Source: an optimization exercise on an open RTL-to-GDS flow (aim: small area, a short achievable clock period and few clock cycles per item). Production flows keep margins and buffers that such runs may drop.
RTL that was checked went through simulation tests only; none was proved equivalent to the original.
Power and IR drop assume default switching activity.

Design ysyx_mulunit, start of the top module:
module ysyx_mulunit (
    input          clk,
    input          rst_n,
    input          mul_valid,
    input  [63:0]  alu_src1,
    input  [63:0]  alu_src2,
    input  [3:0]   mul_expand_signed,
    output [129:0] mul_res,
    output         sh_fnsh_flag
);
clock: 8.0 ns
lec_check: 0
cap_margin: 20
core_margin: 2
core_utilization: 65
place_density: 0.75
setup_slack_margin: 4.5
slew_margin: 20
standard.sh (not shown) runs the stock make flow with config.mk's settings and CLKGATE_MAP_FILE= SYNTH_SCRIPT=/design/flow/synth_recipe.tcl, a recipe that flattens the netlist after the stock synthesis.
==> flow/flow/run.sh <==
#!/bin/bash
# Layout flow: the standard layout (standard.sh, which also runs the
# standard synthesis) with these settings changed:
#  - the port buffers start as buf_2 instead of the buffer the resizer picks;
#  - sizing may swap a cell for one of another footprint;
#  - clock tree synthesis inserts no dummy loads.
# make's output goes to make.log; each step's tool output is in orfs/logs/.
set -euo pipefail
bash standard.sh MATCH_CELL_FOOTPRINT=0 \
    "BUFFER_PORTS_ARGS=-buffer_cell sky130_fd_sc_hd__buf_2" \
    "CTS_ARGS=-sink_clustering_enable -repair_clock_nets -dont_use_dummy_load" \
    finish > make.log 2>&1
Testbench counts at the start, summed over its fixed seeds: cycles 34,522, muls 4,800.
Rerun with:
Settings changed: CORE_UTILIZATION 65 to 50, PLACE_DENSITY 0.75 to default, SETUP_SLACK_MARGIN 4.5 to 5.0.
Synthesized cell count stays the same.
Routed wire length rose by about 13%.
Count of clock-buffer cells in the layout rose by 2.
Cell area rose by 7.6%.


Another version of the RTL of ysyx_mulunit (not shown whole).
For scale: roughly 3200 cells after synthesis, roughly 270 I/O pins.
Design ysyx_mulunit, start of the top module:
module ysyx_mulunit (
    input          clk,
    input          rst_n,
    input          mul_valid,
    input  [63:0]  alu_src1,
    input  [63:0]  alu_src2,
    input  [3:0]   mul_expand_signed,
    output [129:0] mul_res,
    output         sh_fnsh_flag
);
Settings: LEC_CHECK=0, CAP_MARGIN=20, CORE_MARGIN=2, CORE_UTILIZATION=50, SETUP_SLACK_MARGIN=4.7, SLEW_MARGIN=20, SYNTH_HIERARCHICAL=1; clock period 8.0 ns.
Scripts as last shown in full above: flow/flow/run.sh
The baseline went through all stages and came out clean.
Testbench counts at the start, summed over its fixed seeds: cycles 34,590, muls 4,800.
==> next run, changes <==
SETUP_SLACK_MARGIN = 4.5   (was 4.7)
TNS_END_PERCENT = 10   (was not set)
Effect: Core utilization went down by 2.0 points; setup slack got worse by 0.25 ns; cell area went down by 3.5%; first-iteration DRC count went down by 1.1%.
==> next run, changes <==
CORE_UTILIZATION = 44   (was 50)
TNS_END_PERCENT = not set   (was 10)
Outcome: Via count is about the same. Cell area hardly moves. Synthesized area stays the same. Maximum frequency rises by 2.8%. Die area rises by 13%. Cell count rises by 2.6%.
==> next run, changes <==
CORE_UTILIZATION = 50   (was 44)
The new run finished clean.
Wire length fell by 2.1%.
Cell count fell by about 2.4%.
Clock power stays flat.
Maximum frequency rose by 1.3%.
Area after synthesis does not change.
Sequential cell count does not change.
Power hardly moves.
Setup slack gains 0.045 ns.
Hold slack loses 0.0068 ns.
Critical path depth fell by 4.
Utilization rose by 6.8 points.
==> next run, changes <==
PLACE_DENSITY = 0.7   (was not set)
After rerunning: The changed run went through all stages and came out clean. Via count is higher by 2.7%. Die area stays the same. Synthesized area is unchanged. Register-to-register slack is worse by 0.05 ns. Sequential cell count is unchanged. Critical path depth is higher by 7. Hold slack is better by 0.037 ns. Setup slack is worse by 0.048 ns.
==> next run, changes <==
GPL_ROUTABILITY_DRIVEN = 0   (was not set)
PLACE_DENSITY = not set   (was 0.7)
=>
- The new run finished with timing, DRC and antenna clean
- count of clock-buffer cells in the layout rose by 3
- via count shrinks by 1.6%
- non-clock buffer count is lower by 4
- die area does not change
- final cell count barely changes
- sequential share of layout area is about the same
- setup slack degrades by 0.0087 ns
- sequential cell count stays the same
- fmax barely changes
- synthesized cell count stays the same
- routed wire length decreases by 7.2%


Another version of the RTL of ysyx_mulunit (not shown whole).
For scale: ~3700 cells after synthesis, ~290 flip-flops, ~30000 µm² of cells after synthesis.
==> flow/config.mk <==
export PLATFORM = sky130hd
export DESIGN_NAME = ysyx_mulunit
export DESIGN_NICKNAME = ysyx_mulunit
export VERILOG_FILES = /design/flow/design.v
export SDC_FILE = /design/flow/constraint.sdc
export NUM_CORES = 8
export LEC_CHECK = 0
export CAP_MARGIN = 20
export CORE_MARGIN = 2
export CORE_UTILIZATION = 50
export SETUP_SLACK_MARGIN = 4.5
export SLEW_MARGIN = 20
==> flow/constraint.sdc <==
create_clock -name core_clock -period 8.0 [get_ports {clk}]
set_input_delay 1.6000 -clock core_clock [delete_from_list [all_inputs] [get_ports {clk}]]
set_output_delay 1.6000 -clock core_clock [all_outputs]
set_load 0.01 [all_outputs]
==> flow/flow/run.sh <==
#!/bin/bash
# Layout flow: the standard layout (standard.sh, which also runs the
# standard synthesis) with two resizer settings changed: the port buffers start
# as buf_2 instead of the buffer the resizer picks, and sizing may swap a cell
# for one of another footprint. make's output goes to make.log; each step's
# tool output is in orfs/logs/.
set -euo pipefail
bash standard.sh MATCH_CELL_FOOTPRINT=0 \
    "BUFFER_PORTS_ARGS=-buffer_cell sky130_fd_sc_hd__buf_2" \
    finish > make.log 2>&1
Next try:
- SETUP_SLACK_MARGIN: 4.5 -> 4.0
Outcome: Clock skew went up by 0.011 ns. Design area is lower by 14%. Wire length fell by 13%. Global-route usage came out lower by 3.4 points. Sequential power barely changes. Worst setup slack gets worse by 0.042 ns. Via count came out lower by 7.1%. Maximum frequency shrinks by 1.0%. Clock-buffer cell count rises by 7. Sequential share of layout area increases by 2.3 points. Critical path depth went up by 2.
Next try:
- SETUP_SLACK_MARGIN: 4.0 -> 5.0
=>
- The new run completed without violations
- clock power stays flat
- combinational power rose by 31%
- final cell count grows by 5.4%
- global-route usage rises by 6.3 points
- wire length rises by 20%
- clock-buffer cell count drops by 4
Function was not checked in any run of this note: the RTL went through the layout flow alone.

## static timing again, ports no longer ideal
In the flow no input, the clock included, has a driving cell. The finished layouts below were timed again as built, in two steps. Step 1 sets driving cells, clkbuf_16 on the clock port and buf_2 on the other inputs (assumed; they add their load-dependent delay and slew). Step 2 times the ports against the registers' clock, not the clock port: input delays grow and output delays shrink by t, the midpoint of the rising clock arrivals with the driver on. Slacks: ideal / step 1 / step 2; pairs: ideal / step 1.
| run | t, ns | slack for setup (ns) | clock arrival spread, ns | slew at the worst register clock pin (ns) | pins driven straight from the clock port |
|---|---|---|---|---|---|
| the first run of note 1 | 0.625 | 4.271 / 4.271 / 3.908 | 0.032 / 0.031 | 0.06 / 0.06 | 1 |
| the second run of note 1 | 0.633 | 4.366 / 4.366 / 4.366 | 0.053 / 0.052 | 0.06 / 0.06 | 1 |
| the first run of note 2 | 0.611 | 4.677 / 4.677 / 4.180 | 0.053 / 0.053 | 0.06 / 0.06 | 1 |
| the second run of note 2 | 0.609 | 4.430 / 4.430 / 4.005 | 0.060 / 0.060 | 0.06 / 0.06 | 1 |
| the third run of note 2 | 0.620 | 4.527 / 4.527 / 4.109 | 0.053 / 0.052 | 0.06 / 0.06 | 1 |
| the fourth run of note 2 | 0.611 | 4.572 / 4.572 / 4.038 | 0.063 / 0.063 | 0.06 / 0.06 | 1 |
| the fifth run of note 2 | 0.611 | 4.525 / 4.525 / 3.988 | 0.028 / 0.028 | 0.06 / 0.06 | 1 |
| the sixth run of note 2 | 0.627 | 4.516 / 4.516 / 3.995 | 0.047 / 0.047 | 0.06 / 0.06 | 1 |
| the first run of note 3 | 0.645 | 3.999 / 4.003 / 3.357 | 0.021 / 0.021 | 0.07 / 0.07 | 1 |
| the second run of note 3 | 0.621 | 3.957 / 3.958 / 3.337 | 0.033 / 0.033 | 0.06 / 0.06 | 1 |
| the third run of note 3 | 0.645 | 3.863 / 3.885 / 3.240 | 0.043 / 0.043 | 0.07 / 0.07 | 1 |
After both steps every run listed still meets setup and hold. For the first run of note 3, which loses most, drivers alone change the setup slack by +0.004 ns; drivers and shift together by -0.642 ns.
